This is an optimization exercise on Yosys and OpenROAD, whose aim is small area, not a production implementation. RTL that was checked went through simulation tests only; none was proved equivalent to the original. Power is estimated from default activity; no workload was simulated.

==> inputs of run a <==
Design Maze, start of the top module:
module Maze
(
    input clk,                       
    input true_rst,                  
    input wire button_1,             
    input wire button_2,             
    input wire button_3,             
    input wire button_4,             
    input wire[7:0] seed,
    output wire tft_clk,             
    output wire tft_mosi,            
    output wire tft_dc,              
    output wire tft_rst,             
    output wire tft_cs,              
    output wire[6:0] hex_disp_1,     
    output wire[6:0] hex_disp_2,     
    output wire[6:0] hex_disp_3,     
    output wire[6:0] hex_disp_4      
);
    function [7:0] rnd_p1;
        input [7:0] v;
        begin
            rnd_p1[0] = v[0] ^ v[1];
            rnd_p1[1] = v[1] ^ v[2];
            rnd_p1[2] = v[2] ^ v[3];
            rnd_p1[3] = v[0] ^ v[1] ^ v[3] ^ v[4];
            rnd_p1[4] = v[0] ^ v[1] ^ v[2] ^ v[4] ^ v[5];
            rnd_p1[5] = v[0] ^ v[1] ^ v[2] ^ v[3] ^ v[5] ^ v[6];
            rnd_p1[6] = v[1] ^ v[2] ^ v[3] ^ v[4] ^ v[6] ^ v[7];
            rnd_p1[7] = v[0] ^ v[2] ^ v[4] ^ v[5] ^ v[7];
        end
    endfunction
    function [7:0] rnd_m1;
        input [7:0] v;
        begin
            rnd_m1[0] = v[0] ^ v[1] ^ v[5] ^ v[6] ^ v[7];
            rnd_m1[1] = v[1] ^ v[5] ^ v[6] ^ v[7];
            rnd_m1[2] = v[5] ^ v[6] ^ v[7];
            rnd_m1[3] = v[2] ^ v[5] ^ v[6] ^ v[7];
            rnd_m1[4] = v[0] ^ v[2] ^ v[3] ^ v[5] ^ v[6] ^ v[7];
            rnd_m1[5] = v[2] ^ v[3] ^ v[4];
            rnd_m1[6] = v[0] ^ v[3] ^ v[4] ^ v[5];
            rnd_m1[7] = v[1] ^ v[4] ^ v[5] ^ v[6];
        end
    endfunction
    function [7:0] rnd_p10;
        input [7:0] v;
        begin
            rnd_p10[0] = v[0] ^ v[4] ^ v[6] ^ v[7];
            rnd_p10[1] = v[1] ^ v[2] ^ v[3] ^ v[7];
            rnd_p10[2] = v[1] ^ v[3] ^ v[5];
            rnd_p10[3] = v[3] ^ v[4] ^ v[6];
            rnd_p10[4] = v[0] ^ v[2] ^ v[4] ^ v[5] ^ v[6] ^ v[7];
            rnd_p10[5] = v[2] ^ v[3] ^ v[4] ^ v[5] ^ v[7];
            rnd_p10[6] = v[0] ^ v[1] ^ v[3] ^ v[5] ^ v[6];
            rnd_p10[7] = v[0] ^ v[2] ^ v[3] ^ v[6] ^ v[7];
        end
    endfunction
  ...
export LEC_CHECK = 0
export CAP_MARGIN = 20
export CORE_MARGIN = 2
export CORE_UTILIZATION = 40
export CTS_CLUSTER_DIAMETER = 100
export CTS_CLUSTER_SIZE = 20
export PLACE_DENSITY = 0.6
export SLEW_MARGIN = 20
create_clock -name core_clock -period 12.0 [get_ports {clk}]
standard.sh (not shown) runs the stock make flow with config.mk's settings and CLKGATE_MAP_FILE= SYNTH_SCRIPT=/design/flow/synth_recipe.tcl, a recipe that flattens the netlist after the stock synthesis.
==> flow/flow/run.sh <==
#!/bin/bash
# Layout flow: the standard synthesis, its combinational logic mapped again
# with an area-oriented ABC script (registers untouched), then the standard flow's
# standard floorplan-to-finish steps.  Each tool's output goes to its own log.
set -euo pipefail
W=$(pwd)
ORFS_WORK=$(grep -o 'WORK_HOME=[^ ]*' standard.sh | head -1 | cut -d= -f2- | tr -d "'")
R=$ORFS_WORK/results/$FLOW_PLATFORM/Maze/base
YOSYS=$FLOW_HOME/../tools/install/yosys/bin/yosys
[ -x "$YOSYS" ] || YOSYS=yosys
LIB=$FLOW_HOME/platforms/$FLOW_PLATFORM/lib/sky130_fd_sc_hd__tt_025C_1v80.lib

# 1. standard synthesis (stops at the synthesized netlist)
bash standard.sh "$R/1_2_yosys.v" > "$W/synth_standard.log" 2>&1
cp "$R/1_2_yosys.v" "$W/netlist_standard.v"

# 2. remap the combinational logic
SEQ=$(awk '/^[ \t]*cell[ \t]*\(/ { gsub(/[()" \t{]/, "", $0); sub(/^cell/, "", $0); name=$0 }
           /^[ \t]*(ff|latch|statetable)[ \t]*\(/ { if (name != "") { print name; name="" } }' "$LIB" | sort -u | tr '\n' ' ')
sed -e "s|@LIB@|$LIB|g" -e "s|@SEQ@|$SEQ|" -e "s|@IN@|$W/netlist_standard.v|" \
    -e "s|@OUT@|$W/netlist_remapped.v|" -e "s|@SCRIPT@|$W/flow/area.abc|" -e "s|@TOP@|$FLOW_TOP|" \
    "$W/flow/remap.ys" > "$W/remap.ys"
"$YOSYS" -l "$W/remap.log" -q -s "$W/remap.ys" > /dev/null 2>&1
# keep the standard netlist if the remap lost any register
n_std=$(grep -c '_DFF\|sky130_fd_sc_hd__[a-z]*df[a-z]*_[0-9]' "$W/netlist_standard.v" || true)
n_new=$(grep -c '_DFF\|sky130_fd_sc_hd__[a-z]*df[a-z]*_[0-9]' "$W/netlist_remapped.v" || true)
if [ "$n_std" = "$n_new" ] && [ "$n_new" -gt 0 ]; then
  cp "$W/netlist_remapped.v" "$R/1_2_yosys.v"
  touch "$R/1_2_yosys.v"
fi

# 3. standard floorplan, placement, clock tree, routing and finish
bash standard.sh finish > "$W/layout_standard.log" 2>&1
==> flow/flow/area.abc <==
strash
&get -n
&st
&dch
&nf -a
&put
mfs2
strash
&get -n
&st
&syn2
&dch
&nf -a
&put
mfs2
strash
&get -n
&st
&syn2
&dch
&nf -a
&put
Other scripts of this flow, unchanged in this note and not shown: flow/flow/remap.ys
==> run b: changes against run a <==
--- a/flow/design.v
+++ b/flow/design.v
@@ -199,22 +199,25 @@
     input wire set,
     input wire rst,
     input wire[7:0] ms,
     output wire free
 );
-localparam ticks_per_ms = 100000 / 1000 + 1;
-localparam counter_size = $clog2(255 * ticks_per_ms + 1);
-reg[counter_size - 1:0] counter;
-assign free = (counter == 0);
+localparam low_counter_size = $clog2(100000 / 1000) - 1;
+localparam[low_counter_size:0] ticks_per_ms = 100000 / 1000;
+reg[7:0] counter;
+reg[low_counter_size:0] low_counter;
+assign free = (counter == 0); 
 always @(posedge clk)
 begin
     if(rst)
-        counter <= 0;
+        {counter, low_counter} <= 0;
     else if(set)
-        counter <= ms[0] ? 255 * ticks_per_ms : 0;
+        {counter, low_counter} <= {ms, ticks_per_ms};
+    else if(low_counter > 0)
+        low_counter <= low_counter - 1;
     else if(counter > 0)
-        counter <= counter - 1;
+        {counter, low_counter} <= {counter - 8'd1, ticks_per_ms};
 end
 endmodule
 module tft_spi
 (
     input wire rst,
@@ -1105,12 +1108,16 @@
 generate
     for (i = 0; i < 150; i = i + 1)
     begin : flag_loop
         wire sel = flag_we & BYg[i / 10 + 2] & BXg[i % 10 + 2];
         always @(posedge clk)
-            if (sel)
+        begin
+            if (rst)
+                flags[i] <= 1'b0;
+            else if (sel)
                 flags[i] <= flag_wd;
+        end
     end
 endgenerate
 reg[7:0] food_rnd;       
 wire scene_cell_next, scene_cell_back, scene_end;
 wire[3:0] fx = scene_enable ? scene_x[8:5] : px;
--- a/flow/config.mk
+++ b/flow/config.mk
@@ -6,9 +6,7 @@
 export NUM_CORES = 4
 export LEC_CHECK = 0
 export CAP_MARGIN = 20
 export CORE_MARGIN = 2
 export CORE_UTILIZATION = 40
-export CTS_CLUSTER_DIAMETER = 100
-export CTS_CLUSTER_SIZE = 20
 export PLACE_DENSITY = 0.6
 export SLEW_MARGIN = 20
==> run c: changes against run a <==
--- a/flow/design.v
+++ b/flow/design.v
@@ -847,26 +847,26 @@
     else if (rst)
         random_seed <= random_seed + 1;
 end
 reg[7:0] g;                  
 wire filling_stage = (g < 165);
+wire expansion_stage;
 always @(posedge clk)
 begin
     if (rst)
         g <= 0;
-    else if (filling_stage)
+    else if (filling_stage | expansion_stage)
         g <= g + 1;
 end
 reg[2:0] crux1, crux2, crux3;
 always @(posedge clk)
 begin
     if (g == 151) crux1 <= rnd[2:0];
     if (g == 152) crux2 <= rnd[2:0];
     if (g == 153) crux3 <= rnd[2:0];
 end
-reg[3:0] expansion_index;
-wire expansion_done = (expansion_index == 15);
+wire expansion_done = (g == 180);
 reg[8:0] player_pos_x, player_pos_y;     
 wire[3:0] px = player_pos_x[8:5];
 wire[3:0] py = player_pos_y[8:5];
 wire[8:0] scene_x, scene_y;
 wire[8:0] sxs = scene_x + 9'd16;
@@ -983,24 +983,17 @@
 wire[1:0] direction_gen = valid_directions[r0] ? r0 :
                           valid_directions[r0 + 2'd1] ? r0 + 2'd1 :
                           valid_directions[r0 + 2'd2] ? r0 + 2'd2 : r0 + 2'd3;
 wire gen_active = ~filling_stage & ~expansion_done;
 wire walking_stage = gen_active & (have_valid_direction | (px != 0) | (py != 0));
-wire expansion_stage = gen_active & ~walking_stage;
+assign expansion_stage = gen_active & ~walking_stage;
 wire maze_gen_busy = filling_stage | gen_active;
 wire push = walking_stage & have_valid_direction;
 wire pop = walking_stage & ~have_valid_direction;
 wire back_up    = ~h_0_0 & f_up;
 wire back_right = ~v_0_p1 & f_right;
 wire back_down  = ~h_0_p1 & f_down;
-always @(posedge clk)
-begin
-    if (rst)
-        expansion_index <= 0;
-    else if (expansion_stage)
-        expansion_index <= expansion_index + 1;
-end
 wire[3:0] e = rnd[3:0];
 wire[3:0] rnd_9    = (e < 9)  ? e : (e - 4'd9);
 wire[3:0] rnd_10   = (e < 10) ? e : (e - 4'd10);
 wire[3:0] rnd_1_14 = (e < 14) ? (e + 4'd1) : (e - 4'd13);
 wire[3:0] rnd_15   = (e < 15) ? e : 4'd0;
==> flow/flow/area.abc (replaced) <==
strash
&get -n
&deepsyn -T 240
&put
strash
&get -n
&st
&dch
&nf -a
&put
strash
&get -n
&st
&syn2
&dch
&nf -a
&put
==> summary.txt <==
outcome - no timing/DRC/antenna violations
P_clk - 0.00152 W
initial antenna violation count - 4
Place WS - 3.57 ns
clk slew on worst S/H paths - 0.09 ns
clock power share - 34.9%
num sequential - 664
(the above is from run a)
==> summary.txt <==
num sequential - 660
clock power share - 34.8%
initial antenna violation count - 5
clk slew on worst S/H paths - 0.09 ns
critical path type - reg2reg
P_clk - 0.00154 W
Fillers - 9431
outcome - no timing/DRC/antenna violations
(the above is from run c)
==> summary.txt <==
outcome - no timing/DRC/antenna violations
clk slew on worst S/H paths - 0.06 ns
P_clk - 0.00244 W
clock power share - 46.3%
initial antenna violation count - 7
Place WS - 2.58 ns
num sequential - 664
(the above is from run b)
Function not checked in run b: the RTL went through the layout flow alone.

## port drivers added, routing unchanged
In the flow no input, the clock included, has a driving cell. The finished layouts below were timed again as built, in two steps.
Step 1, drivers: a clkbuf_16 drives clk and a buf_2 each remaining input, both assumed.
Step 2 times the ports against the registers' clock, not the clock port: input delays grow and output delays shrink by t, the midpoint of the rising clock arrivals with the driver on.
a / b / c = no drivers / after step 1 / after step 2; a / b = the first two.
run | t (ns) | setup WS [ns] | hold WS [ns] | worst slew at a driven data input, ns | pins driven straight from the clock port
run a | 0.710 | 3.224 / 3.224 / 3.224 | 0.462 / 0.462 / 0.462 | 0.04 | 1
run b | 0.750 | 2.354 / 2.354 / 2.354 | 0.460 / 0.460 / 0.460 | 0.03 | 1
run c | 0.710 | 2.878 / 2.878 / 2.878 | 0.465 / 0.465 / 0.465 | 0.04 | 1
After both steps setup and hold are still met in every run listed.
